From an optimization exercise on the open Yosys and OpenROAD flow, aimed at small area, a short achievable clock period and few clock cycles per item; shortcuts taken in it are not production practice. RTL that was checked went through simulation tests only; none was proved equivalent to the original.

==> amber: inputs <==
==> flow/design.v (excerpt) <==
module simon2share(clk, data_ina, data_inb, data_rdy, cipher_out, Done);
input clk;
input data_ina, data_inb;
input [1:0] data_rdy;
output [127:0] cipher_out;
output reg Done;
reg [7:0] counter;
wire [63:0] keya, keyb;
always@(posedge clk)
begin
	if(data_rdy==0) begin
		counter <= 0;
	end
	else if(data_rdy ==3) begin			
		counter <= counter + 1;
	end
end
always @(posedge clk) begin
	if(data_rdy == 3 && (counter == 135))
		Done <= 1;			
	else
		Done <= 0;
end
p_datapath mydatapath(.clk(clk), .counter(counter), 
							 .data_ina(data_ina), .data_inb(data_inb),
							 .data_rdy(data_rdy), 
							 .key_ina(keya), .key_inb(keyb), 
							 .cipher_out(cipher_out));
p_keysch10 mykeysch_a(.clk(clk), .counter(counter), 
							 .data_in(data_ina), .data_rdy(data_rdy), .key_out(keya));
p_keysch11 mykeysch_b(.clk(clk), .counter(counter), 
							 .data_in(data_inb), .data_rdy(data_rdy), .key_out(keyb));						 
endmodule
clock: 5.0 ns
lec_check: 0
cap_margin: 20
core_margin: 2
core_utilization: 40
place_density: 0.6
slew_margin: 20
run.sh (not shown) runs the stock make flow with config.mk's settings and CLKGATE_MAP_FILE= SYNTH_SCRIPT=/design/flow/synth_recipe.tcl, a recipe that flattens the netlist after the stock synthesis.
==> pepper: changes against amber <==
==> flow/design.v (replaced) <==
`timescale 1ns / 1ps
module p_datapath(clk, comp, Done, data_ina, data_inb, key_ina, key_inb, cipher_out);
input clk, comp, Done, data_ina, data_inb;
input [63:0] key_ina, key_inb;
output [127:0] cipher_out;
wire [63:0] Xout_a, Xout_b, Yout_a, Yout_b;
data_share2 share_a(.clk(clk), .comp(comp), .data_in(data_ina), .key_in(key_ina),
		    .X_out(Xout_a), .Y_out(Yout_a), .X_in(Xout_b));
data_share2 share_b(.clk(clk), .comp(comp), .data_in(data_inb), .key_in(key_inb),
		    .X_out(Xout_b), .Y_out(Yout_b), .X_in(Xout_a));
wire [127:0] res1 = {Xout_a, Yout_a} & {128{Done}};
wire [127:0] res2 = {Xout_b, Yout_b} & {128{Done}};
assign cipher_out = res1 ^ res2;
endmodule
module data_share2(clk, comp, data_in, key_in, X_out, Y_out, X_in);
input clk, comp, data_in;
input [63:0] key_in;
input [63:0] X_in;
output [63:0] X_out, Y_out;
reg [63:0] X, Y;
wire [63:0] XL1 = {X[62:0], X[63]};
wire [63:0] XL2 = {X[61:0], X[63:62]};
wire [63:0] XL8 = {X[55:0], X[63:56]};
wire [63:0] XoL8 = {X_in[55:0], X_in[63:56]};
wire [63:0] own = XL1 & XL8;
wire [63:0] xprod = XL1 & XoL8;
always@(posedge clk)
begin
	if (comp) begin
		X <= Y ^ XL2 ^ own ^ xprod ^ key_in;
		Y <= X;
	end
	else begin
		{X, Y} <= {data_in, X, Y[63:1]};
	end
end
assign X_out = X;
assign Y_out = Y;
endmodule
`timescale 1ns / 1ps
module p_keysch10(clk, comp, load_key, z, data_in, key_out);
input clk, comp, load_key, z, data_in;
output [63:0] key_out;
reg [63:0] KX, KY;
localparam [63:0] c = 64'hfffffffffffffffc;
always@(posedge clk)
begin
	if (comp) begin
		KX <= c ^ {63'd0, z} ^ KY ^ {KX[2:0],KX[63:3]} ^ {KX[3:0],KX[63:4]};
		KY <= KX;
	end
	else begin
		{KX, KY} <= {load_key ? data_in : KY[0], KX, KY[63:1]};
	end
end
assign key_out = KY;
endmodule
`timescale 1ns / 1ps
module p_keysch11(clk, comp, load_key, data_in, key_out);
input clk, comp, load_key, data_in;
output [63:0] key_out;
reg [63:0] KX, KY;
always@(posedge clk)
begin
	if (comp) begin
		KX <= KY ^ {KX[2:0],KX[63:3]} ^ {KX[3:0],KX[63:4]};
		KY <= KX;
	end
	else begin
		{KX, KY} <= {load_key ? data_in : KY[0], KX, KY[63:1]};
	end
end
assign key_out = KY;
endmodule
`timescale 1ns / 1ps
module simon2share(clk, data_ina, data_inb, data_rdy, cipher_out, Done);
input clk;
input data_ina, data_inb;
input [1:0] data_rdy;
output [127:0] cipher_out;
output reg Done;
localparam [0:127] Z = {68'b10101111011100000011010010011000101000010001111110010110110011101011, 60'd0};
reg [6:0] counter;	 
reg comp;		 
wire load_key = (data_rdy == 2);
always @(posedge clk)
begin
	if (data_rdy == 0 || data_rdy == 2)
		counter <= 0;
	else
		counter <= counter + 1;
end
always @(posedge clk)
begin
	comp <= (data_rdy == 1 && counter == 127) || (data_rdy == 3 && comp);
	Done <= (data_rdy == 3) && comp && (counter == 67);
end
wire z = Z[counter];
wire [63:0] keya, keyb;
p_datapath mydatapath(.clk(clk), .comp(comp), .Done(Done),
		      .data_ina(data_ina), .data_inb(data_inb),
		      .key_ina(keya), .key_inb(keyb),
		      .cipher_out(cipher_out));
p_keysch10 mykeysch_a(.clk(clk), .comp(comp), .load_key(load_key), .z(z),
		      .data_in(data_ina), .key_out(keya));
p_keysch11 mykeysch_b(.clk(clk), .comp(comp), .load_key(load_key),
		      .data_in(data_inb), .key_out(keyb));
endmodule
SETUP_SLACK_MARGIN = 2.6   (was unset)
==> comparison table <==
	amber	pepper
Status	no timing/DRC/antenna violations	no timing/DRC/antenna violations
Horizontal die dimension	289.9 µm	251.8 µm
Number of logic inverters in the finished layout	3	7
Total cell area at the placement stage	34860 µm²	26610 µm²
Unrepaired setup endpoints after global routing	false	true
Top_reg_cell synth	edfxtp_1	dfxtp_1
Design Area, Final	36650 µm²	30810 µm²
Hold_sp	mykeysch_a.KY[49]	mydatapath.share_b.Y[39]
Multi-Input Combinational	2636	1784
Mux cell area share after synthesis	0.04469	0.1475
Global Route met2 Usage	0.3371	0.2878
Hold slack	0.6170 ns	0.5163 ns
Number of antenna violations at the first check in global routing	0	2
Post-Syn Instances	3439	2407
CLK BUF	79	77
Final HPWL DP	61880 µm	36960 µm
Via count of the routed design	23150	16310
Slowest stage delay, CP	0.68 ns	0.42 ns
Layout Area Growth over Synthesis	12.06%	25.43%
Worst setup skew after layout	0.01972 ns	0.02286 ns
Initial detailed-routing violation count	2448	857
Number of buffers added by the clock tree synthesis step	59	56
Function was not checked in any run of this note: the RTL went through the layout flow alone.

---

==> job 2968 <==
simon2share, a different RTL version from the one above (not shown whole).
==> module p_datapath, before the edit <==
module p_datapath(clk, comp, gate_x_n, gate_y_n, data_ina, data_inb, key_ina, key_inb, cipher_out);
input clk, comp, gate_x_n, gate_y_n, data_ina, data_inb;
input [63:0] key_ina, key_inb;
output [127:0] cipher_out;
wire [63:0] Xout_a, Xout_b, Yout_a, Yout_b;
data_share2 share_a(.clk(clk), .comp(comp), .data_in(data_ina), .key_in(key_ina),
		    .X_out(Xout_a), .Y_out(Yout_a), .X_in(Xout_b));
data_share2 share_b(.clk(clk), .comp(comp), .data_in(data_inb), .key_in(key_inb),
		    .X_out(Xout_b), .Y_out(Yout_b), .X_in(Xout_a));
wire [127:0] gate = ~{{64{gate_x_n}}, {64{gate_y_n}}};
wire [127:0] res1 = {Xout_a, Yout_a} & gate;
wire [127:0] res2 = {Xout_b, Yout_b} & gate;
assign cipher_out = res1 ^ res2;
endmodule
==> module data_share2, before the edit <==
module data_share2(clk, comp, data_in, key_in, X_out, Y_out, X_in);
input clk, comp, data_in;
input [63:0] key_in;
input [63:0] X_in;
output [63:0] X_out, Y_out;
localparam [63:0] PX = 64'haaaaaaaaaaaaaaaa;
localparam [63:0] PY = ~PX;
reg [63:0] Xs, Ys;
wire [63:0] X = Xs ^ PX;
wire [63:0] Y = Ys ^ PY;
wire [63:0] XL1 = {X[62:0], X[63]};
wire [63:0] XL2 = {X[61:0], X[63:62]};
wire [63:0] XL8 = {X[55:0], X[63:56]};
wire [63:0] XoL8 = {X_in[55:0], X_in[63:56]};
wire [63:0] own = XL1 & XL8;
wire [63:0] xprod = XL1 & XoL8;
always@(posedge clk)
begin
	if (comp) begin
		Xs <= (Y ^ XL2 ^ own ^ xprod ^ key_in) ^ PX;
		Ys <= X ^ PY;
	end
	else begin
		{Xs, Ys} <= {data_in, X, Y[63:1]} ^ {PX, PY};
	end
end
assign X_out = X;
assign Y_out = Y;
endmodule
==> module p_keysch10, before the edit <==
module p_keysch10(clk, comp, load_key, z, data_in, key_out);
input clk, comp, load_key, z, data_in;
output [63:0] key_out;
localparam [63:0] PX = 64'haaaaaaaaaaaaaaaa;
localparam [63:0] PY = ~PX;
reg [63:0] KXs, KYs;
wire [63:0] KX = KXs ^ PX;
wire [63:0] KY = KYs ^ PY;
localparam [63:0] c = 64'hfffffffffffffffc;
always@(posedge clk)
begin
	if (comp) begin
		KXs <= (c ^ {63'd0, z} ^ KY ^ {KX[2:0],KX[63:3]} ^ {KX[3:0],KX[63:4]}) ^ PX;
		KYs <= KX ^ PY;
	end
	else begin
		{KXs, KYs} <= {load_key ? data_in : KY[0], KX, KY[63:1]} ^ {PX, PY};
	end
end
assign key_out = KY;
endmodule
==> module p_keysch11, before the edit <==
module p_keysch11(clk, comp, load_key, data_in, key_out);
input clk, comp, load_key, data_in;
output [63:0] key_out;
localparam [63:0] PX = 64'haaaaaaaaaaaaaaaa;
localparam [63:0] PY = ~PX;
reg [63:0] KXs, KYs;
wire [63:0] KX = KXs ^ PX;
wire [63:0] KY = KYs ^ PY;
always@(posedge clk)
begin
	if (comp) begin
		KXs <= (KY ^ {KX[2:0],KX[63:3]} ^ {KX[3:0],KX[63:4]}) ^ PX;
		KYs <= KX ^ PY;
	end
	else begin
		{KXs, KYs} <= {load_key ? data_in : KY[0], KX, KY[63:1]} ^ {PX, PY};
	end
end
assign key_out = KY;
endmodule
==> module simon2share, before the edit <==
module simon2share(clk, data_ina, data_inb, data_rdy, cipher_out, Done);
input clk;
input data_ina, data_inb;
input [1:0] data_rdy;
output [127:0] cipher_out;
output reg Done;
localparam [0:127] ZN = {67'b0101111011100000011010010011000101000010001111110010110110011101011, 60'd0, 1'b1};
reg [6:0] counter;	 
reg comp;		 
reg last_n, done_n;
wire load_key = (data_rdy == 2);
always @(posedge clk)
begin
	if (data_rdy == 0 || data_rdy == 2)
		counter <= 0;
	else
		counter <= counter + 1;
end
always @(posedge clk)
begin
	comp <= (data_rdy == 1 && counter == 127) || (data_rdy == 3 && comp);
	Done <= (data_rdy == 3) && comp && (counter == 67);
	done_n <= !((data_rdy == 3) && comp && (counter == 67));
	last_n <= !((data_rdy == 3) && ((comp && counter == 66) || !last_n));
end
reg z;
always @(posedge clk)
	z <= ZN[counter];
wire [63:0] keya, keyb;
p_datapath mydatapath(.clk(clk), .comp(comp), .gate_x_n(last_n), .gate_y_n(done_n),
		      .data_ina(data_ina), .data_inb(data_inb),
		      .key_ina(keya), .key_inb(keyb),
		      .cipher_out(cipher_out));
p_keysch10 mykeysch_a(.clk(clk), .comp(comp), .load_key(load_key), .z(z),
		      .data_in(data_ina), .key_out(keya));
p_keysch11 mykeysch_b(.clk(clk), .comp(comp), .load_key(load_key),
		      .data_in(data_inb), .key_out(keyb));
endmodule
clock: 5.0 ns
lec_check: 0
cap_margin: 20
core_margin: 2
core_utilization: 70
cts_cluster_diameter: 90
cts_cluster_size: 28
place_density: 0.82
setup_slack_margin: 2.5
slew_margin: 20
standard.sh (not shown) runs the stock make flow with config.mk's settings and CLKGATE_MAP_FILE= SYNTH_SCRIPT=/design/flow/synth_recipe.tcl, a recipe that flattens the netlist after the stock synthesis.
==> flow/flow/run.sh <==
#!/bin/bash
# Standard ORFS layout (the standard.sh) with changes to buffering only:
#  - ports get a buf_2 as port buffer instead of the default cell;
#  - after global placement (post_gp.tcl):
#    * each output-gate flip-flop (done_n, last_n) gets a two-level buffer
#      tree, one buffer per cluster of its loads (gate_tree.tcl);
#    * each output's share-combining XOR that also feeds the round logic gets
#      a private copy placed at the output gate (clone_out.tcl).
# make's full output goes to standard.log; ORFS keeps per-step logs in orfs/logs.
set -uo pipefail
here=$(pwd)
export FLOW_DIR_V="$here/flow"
export BUFFER_PORTS_ARGS="-buffer_cell sky130_fd_sc_hd__buf_2"
export POST_GLOBAL_PLACE_TCL="$here/flow/post_gp.tcl"
export GATE_TREE_FLOPS='done_n$_DFF_P_ last_n$_DFF_P_'
export GATE_TREE_FANOUT=16
export GATE_TREE_CELL=sky130_fd_sc_hd__buf_4
bash standard.sh > standard.log 2>&1
==> flow/flow/clone_out.tcl <==
# Give each output's share-combining gate (the XOR/XNOR of the two shares that
# feeds the output gate) a private copy when the same gate also feeds the round
# logic, so the output path drives one nearby load.
proc clone_out_xor {port_pattern} {
  set block [ord::get_db_block]
  set n 0
  foreach bt [$block getBTerms] {
    if {![string match $port_pattern [$bt getName]]} continue
    set pnet [$bt getNet]
    # port buffer
    set pbuf ""
    foreach it [$pnet getITerms] { if {[$it isOutputSignal]} { set pbuf [$it getInst] } }
    if {$pbuf == ""} continue
    set gnet [[$pbuf findITerm A] getNet]
    set gate ""
    foreach it [$gnet getITerms] { if {[$it isOutputSignal]} { set gate [$it getInst] } }
    if {$gate == ""} continue
    foreach git [$gate getITerms] {
      if {![$git isInputSignal]} continue
      set xnet [$git getNet]
      if {$xnet == "NULL"} continue
      set x ""
      foreach it [$xnet getITerms] { if {[$it isOutputSignal]} { set x [$it getInst] } }
      if {$x == ""} continue
      set m [[$x getMaster] getName]
      if {![string match "*xor2*" $m] && ![string match "*xnor2*" $m]} continue
      set nloads 0
      foreach it [$xnet getITerms] { if {[$it isInputSignal]} { incr nloads } }
      if {$nloads < 2} continue
      set cname "[$x getName]_oclone"
      set c [odb::dbInst_create $block [$x getMaster] $cname]
      foreach xit [$x getITerms] {
        if {![$xit isInputSignal]} continue
        [$c findITerm [[$xit getMTerm] getName]] connect [$xit getNet]
      }
      set cnet [odb::dbNet_create $block "${cname}_net"]
      set oname [[[lindex [lmap t [$x getITerms] {expr {[$t isOutputSignal] ? $t : [continue]}}] 0] getMTerm] getName]
      [$c findITerm $oname] connect $cnet
      $git disconnect
      $git connect $cnet
      set loc [$gate getLocation]
      $c setLocation [lindex $loc 0] [lindex $loc 1]
      $c setPlacementStatus PLACED
      incr n
    }
  }
  puts "clone_out_xor: cloned $n gates"
}

# Hook body (sourced after global placement, after gate_tree.tcl).
clone_out_xor {cipher_out*}
==> flow/flow/gate_tree.tcl <==
# Build a two-level buffer tree for each output-gate net: the gate flip-flop
# drives one buffer per cluster of loads, placed at the cluster's centre.
proc gate_tree_kmeans {pts k} {
  # pts: list of {x y}; returns list of cluster indices
  set n [llength $pts]
  set cent {}
  for {set c 0} {$c < $k} {incr c} {
    lappend cent [lindex [lsort -real -index 2 [lmap p $pts {list {*}$p [expr {atan2([lindex $p 1]-0.0, [lindex $p 0]-0.0)}]}]] [expr {($c * $n) / $k}]]
  }
  set cent [lmap c $cent {lrange $c 0 1}]
  set asg [lrepeat $n 0]
  for {set it 0} {$it < 30} {incr it} {
    set i 0
    foreach p $pts {
      set best 0; set bd 1e30
      set c 0
      foreach q $cent {
        set d [expr {abs([lindex $p 0]-[lindex $q 0]) + abs([lindex $p 1]-[lindex $q 1])}]
        if {$d < $bd} { set bd $d; set best $c }
        incr c
      }
      lset asg $i $best
      incr i
    }
    set newc {}
    for {set c 0} {$c < $k} {incr c} {
      set sx 0.0; set sy 0.0; set m 0
      set i 0
      foreach p $pts {
        if {[lindex $asg $i] == $c} { set sx [expr {$sx + [lindex $p 0]}]; set sy [expr {$sy + [lindex $p 1]}]; incr m }
        incr i
      }
      if {$m > 0} { lappend newc [list [expr {$sx/$m}] [expr {$sy/$m}]] } else { lappend newc [lindex $cent $c] }
    }
    set cent $newc
  }
  return [list $asg $cent]
}

proc gate_tree {flop_name per_buf cell} {
  set block [ord::get_db_block]
  set dbu [$block getDbUnitsPerMicron]
  set inst [$block findInst $flop_name]
  if {$inst == "NULL"} { puts "gate_tree: no instance $flop_name"; return }
  set net [[$inst findITerm Q] getNet]
  # drop buffers already hanging on the net, so the tree sees the real loads
  for {set pass 0} {$pass < 8} {incr pass} {
    set bufs {}
    foreach it [$net getITerms] {
      if {[$it isOutputSignal]} continue
      set li [$it getInst]
      set m [$li getMaster]
      if {[string match "*__buf_*" [$m getName]] || [string match "*__clkbuf_*" [$m getName]]} {
        set onet [[$li findITerm X] getNet]
        # keep port buffers
        if {[llength [$onet getBTerms]] > 0} continue
        lappend bufs [$li getName]
      }
    }
    if {[llength $bufs] == 0} break
    # one at a time: remove_buffers is given exactly one instance per call
    foreach b $bufs { remove_buffers [get_cells $b] }
    set net [[$inst findITerm Q] getNet]
  }
  set pins {}; set pts {}
  foreach it [$net getITerms] {
    if {[$it isOutputSignal]} continue
    set li [$it getInst]
    set loc [$it getAvgXY]
    if {[lindex $loc 0] == 0} { set b [$li getBBox]; set loc [list 1 [expr {([$b xMin]+[$b xMax])/2}] [expr {([$b yMin]+[$b yMax])/2}]] }
    lappend pins "[$li getName]/[[$it getMTerm] getName]"
    lappend pts [list [expr {double([lindex $loc 1])/$dbu}] [expr {double([lindex $loc 2])/$dbu}]]
  }
  set n [llength $pins]
  set k [expr {max(1, int(ceil(double($n) / $per_buf)))}]
  puts "gate_tree: $flop_name net [$net getName] loads $n clusters $k"
  lassign [gate_tree_kmeans $pts $k] asg cent
  for {set c 0} {$c < $k} {incr c} {
    set lp {}
    set i 0
    foreach p $pins { if {[lindex $asg $i] == $c} { lappend lp [get_pins $p] }; incr i }
    if {[llength $lp] == 0} continue
    set xy [lindex $cent $c]
    insert_buffer -buffer_cell $cell -net [get_nets [$net getName]] -load_pins $lp -location $xy
  }
}

# Hook body (sourced after global placement): one tree per output-gate flop.
foreach flop $::env(GATE_TREE_FLOPS) {
  gate_tree $flop $::env(GATE_TREE_FANOUT) $::env(GATE_TREE_CELL)
}
==> flow/flow/post_gp.tcl <==
# After global placement: buffer trees for the output gates, then private
# copies of the output XORs.
source $::env(FLOW_DIR_V)/gate_tree.tcl
source $::env(FLOW_DIR_V)/clone_out.tcl
==> job 7265 (differences from job 2968) <==
--- a/flow/design.v
+++ b/flow/design.v
@@ -1,4 +1,4 @@
 `timescale 1ns / 1ps
-module p_datapath(clk, comp, gate_x_n, gate_y_n, data_ina, data_inb, key_ina, key_inb, cipher_out);
-input clk, comp, gate_x_n, gate_y_n, data_ina, data_inb;
+module p_datapath(clk, comp, gate_x, gate_y, data_ina, data_inb, key_ina, key_inb, cipher_out);
+input clk, comp, gate_x, gate_y, data_ina, data_inb;
 input [63:0] key_ina, key_inb;
@@ -10,3 +10,3 @@
 		    .X_out(Xout_b), .Y_out(Yout_b), .X_in(Xout_a));
-wire [127:0] gate = ~{{64{gate_x_n}}, {64{gate_y_n}}};
+wire [127:0] gate = {{64{gate_x}}, {64{gate_y}}};
 wire [127:0] res1 = {Xout_a, Yout_a} & gate;
@@ -20,7 +20,3 @@
 output [63:0] X_out, Y_out;
-localparam [63:0] PX = 64'haaaaaaaaaaaaaaaa;
-localparam [63:0] PY = ~PX;
-reg [63:0] Xs, Ys;
-wire [63:0] X = Xs ^ PX;
-wire [63:0] Y = Ys ^ PY;
+reg [63:0] X, Y;
 wire [63:0] XL1 = {X[62:0], X[63]};
@@ -34,7 +30,7 @@
 	if (comp) begin
-		Xs <= (Y ^ XL2 ^ own ^ xprod ^ key_in) ^ PX;
-		Ys <= X ^ PY;
+		X <= Y ^ XL2 ^ own ^ xprod ^ key_in;
+		Y <= X;
 	end
 	else begin
-		{Xs, Ys} <= {data_in, X, Y[63:1]} ^ {PX, PY};
+		{X, Y} <= {data_in, X, Y[63:1]};
 	end
@@ -48,7 +44,3 @@
 output [63:0] key_out;
-localparam [63:0] PX = 64'haaaaaaaaaaaaaaaa;
-localparam [63:0] PY = ~PX;
-reg [63:0] KXs, KYs;
-wire [63:0] KX = KXs ^ PX;
-wire [63:0] KY = KYs ^ PY;
+reg [63:0] KX, KY;
 localparam [63:0] c = 64'hfffffffffffffffc;
@@ -57,7 +49,7 @@
 	if (comp) begin
-		KXs <= (c ^ {63'd0, z} ^ KY ^ {KX[2:0],KX[63:3]} ^ {KX[3:0],KX[63:4]}) ^ PX;
-		KYs <= KX ^ PY;
+		KX <= c ^ {63'd0, z} ^ KY ^ {KX[2:0],KX[63:3]} ^ {KX[3:0],KX[63:4]};
+		KY <= KX;
 	end
 	else begin
-		{KXs, KYs} <= {load_key ? data_in : KY[0], KX, KY[63:1]} ^ {PX, PY};
+		{KX, KY} <= {load_key ? data_in : KY[0], KX, KY[63:1]};
 	end
@@ -70,7 +62,3 @@
 output [63:0] key_out;
-localparam [63:0] PX = 64'haaaaaaaaaaaaaaaa;
-localparam [63:0] PY = ~PX;
-reg [63:0] KXs, KYs;
-wire [63:0] KX = KXs ^ PX;
-wire [63:0] KY = KYs ^ PY;
+reg [63:0] KX, KY;
 always@(posedge clk)
@@ -78,7 +66,7 @@
 	if (comp) begin
-		KXs <= (KY ^ {KX[2:0],KX[63:3]} ^ {KX[3:0],KX[63:4]}) ^ PX;
-		KYs <= KX ^ PY;
+		KX <= KY ^ {KX[2:0],KX[63:3]} ^ {KX[3:0],KX[63:4]};
+		KY <= KX;
 	end
 	else begin
-		{KXs, KYs} <= {load_key ? data_in : KY[0], KX, KY[63:1]} ^ {PX, PY};
+		{KX, KY} <= {load_key ? data_in : KY[0], KX, KY[63:1]};
 	end
@@ -97,3 +85,3 @@
 reg comp;		 
-reg last_n, done_n;
+reg last;		 
 wire load_key = (data_rdy == 2);
@@ -110,4 +98,3 @@
 	Done <= (data_rdy == 3) && comp && (counter == 67);
-	done_n <= !((data_rdy == 3) && comp && (counter == 67));
-	last_n <= !((data_rdy == 3) && ((comp && counter == 66) || !last_n));
+	last <= (data_rdy == 3) && ((comp && counter == 66) || last);
 end
@@ -117,3 +104,3 @@
 wire [63:0] keya, keyb;
-p_datapath mydatapath(.clk(clk), .comp(comp), .gate_x_n(last_n), .gate_y_n(done_n),
+p_datapath mydatapath(.clk(clk), .comp(comp), .gate_x(last), .gate_y(Done),
 		      .data_ina(data_ina), .data_inb(data_inb),
==> flow/flow/run.sh (replaced) <==
#!/bin/bash
# Standard ORFS layout (the standard.sh) with two changes to buffering:
#  - ports get a buf_2 as port buffer instead of the default cell;
#  - after global placement, each output-gate flip-flop (Done, last) gets a
#    two-level buffer tree: one buffer per cluster of its loads (gate_tree.tcl).
# make's full output goes to standard.log; ORFS keeps per-step logs in orfs/logs.
set -uo pipefail
here=$(pwd)
export BUFFER_PORTS_ARGS="-buffer_cell sky130_fd_sc_hd__buf_2"
export POST_GLOBAL_PLACE_TCL="$here/flow/gate_tree.tcl"
export GATE_TREE_FANOUT=16
export GATE_TREE_CELL=sky130_fd_sc_hd__buf_4
bash standard.sh > standard.log 2>&1
--- a/flow/flow/gate_tree.tcl
+++ b/flow/flow/gate_tree.tcl
@@ -56,3 +56,3 @@
         if {[llength [$onet getBTerms]] > 0} continue
-        lappend bufs [$li getName]
+        lappend bufs [get_cells [$li getName]]
       }
@@ -60,4 +60,3 @@
     if {[llength $bufs] == 0} break
-    # one at a time: remove_buffers is given exactly one instance per call
-    foreach b $bufs { remove_buffers [get_cells $b] }
+    remove_buffers $bufs
     set net [[$inst findITerm Q] getNet]
@@ -88,3 +87,3 @@
 # Hook body (sourced after global placement): one tree per output-gate flop.
-foreach flop $::env(GATE_TREE_FLOPS) {
+foreach flop {Done$_DFF_P_ last$_DFF_P_} {
   gate_tree $flop $::env(GATE_TREE_FANOUT) $::env(GATE_TREE_CELL)
CORE_UTILIZATION = 40   (was 70)
CTS_CLUSTER_DIAMETER = 60   (was 90)
CTS_CLUSTER_SIZE = 20   (was 28)
PLACE_DENSITY = 0.6   (was 0.82)
SETUP_SLACK_MARGIN = 2.6   (was 2.5)
removed: flow/flow/clone_out.tcl
removed: flow/flow/post_gp.tcl
==> notes <==
Core utilization: job 7265 is lower than job 2968 (31 points). In critical path depth, job 2968 and job 7265 do not differ. In job 2968 the non-clock buffer count is lower than in job 7265, by 59. Against job 7265, the maximum frequency of job 2968 is higher by about 1.1%. Between job 7265 and job 2968, the lower synthesized cell count is in job 2968 (gap 5.7%, measured against job 2968). Setup slack: job 7265 is lower than job 2968 (0.029 ns). Of job 7265 and job 2968, job 7265 has the higher cell area (gap about 11%, measured against job 2968). Of job 7265 and job 2968, job 2968 has the higher first-iteration DRC count (gap about 20%, measured against job 2968).
Testbench counts of job 2968, summed over its fixed seeds: cycles 20,800, items 64.
Testbench counts of job 7265, summed over its fixed seeds: cycles 20,800, items 64.

==> separate check: timing with driven ports <==
No port has a modelled driver above. Below, the same layouts with a new extraction and two added sets of constraints.
Step 1: set_driving_cell puts a clkbuf_16 on clk and a buf_2 on each other input, an assumption about the parent block.
Step 2 moves the port delays by t, midway between the first and last clock arrival at a register: inputs arrive t later, outputs are due t later. That takes back most of the time a late clock gives input paths.
a / b / c = no drivers / after step 1 / after step 2; a / b = the first two.
| run | shift t [ns] | slack for setup (ns) | worst setup path after step 2 |
|---|---|---|---|
| amber | 0.677 | 0.533 / 0.470 / 1.147 | register to output |
| pepper | 0.649 | 2.291 / 2.237 / 2.563 | input to register |
| job 2968 | 0.602 | 2.461 / 2.407 / 2.804 | register to register |
| job 7265 | 0.623 | 2.432 / 2.378 / 2.863 | register to register |
After both steps every run listed still meets setup and hold.
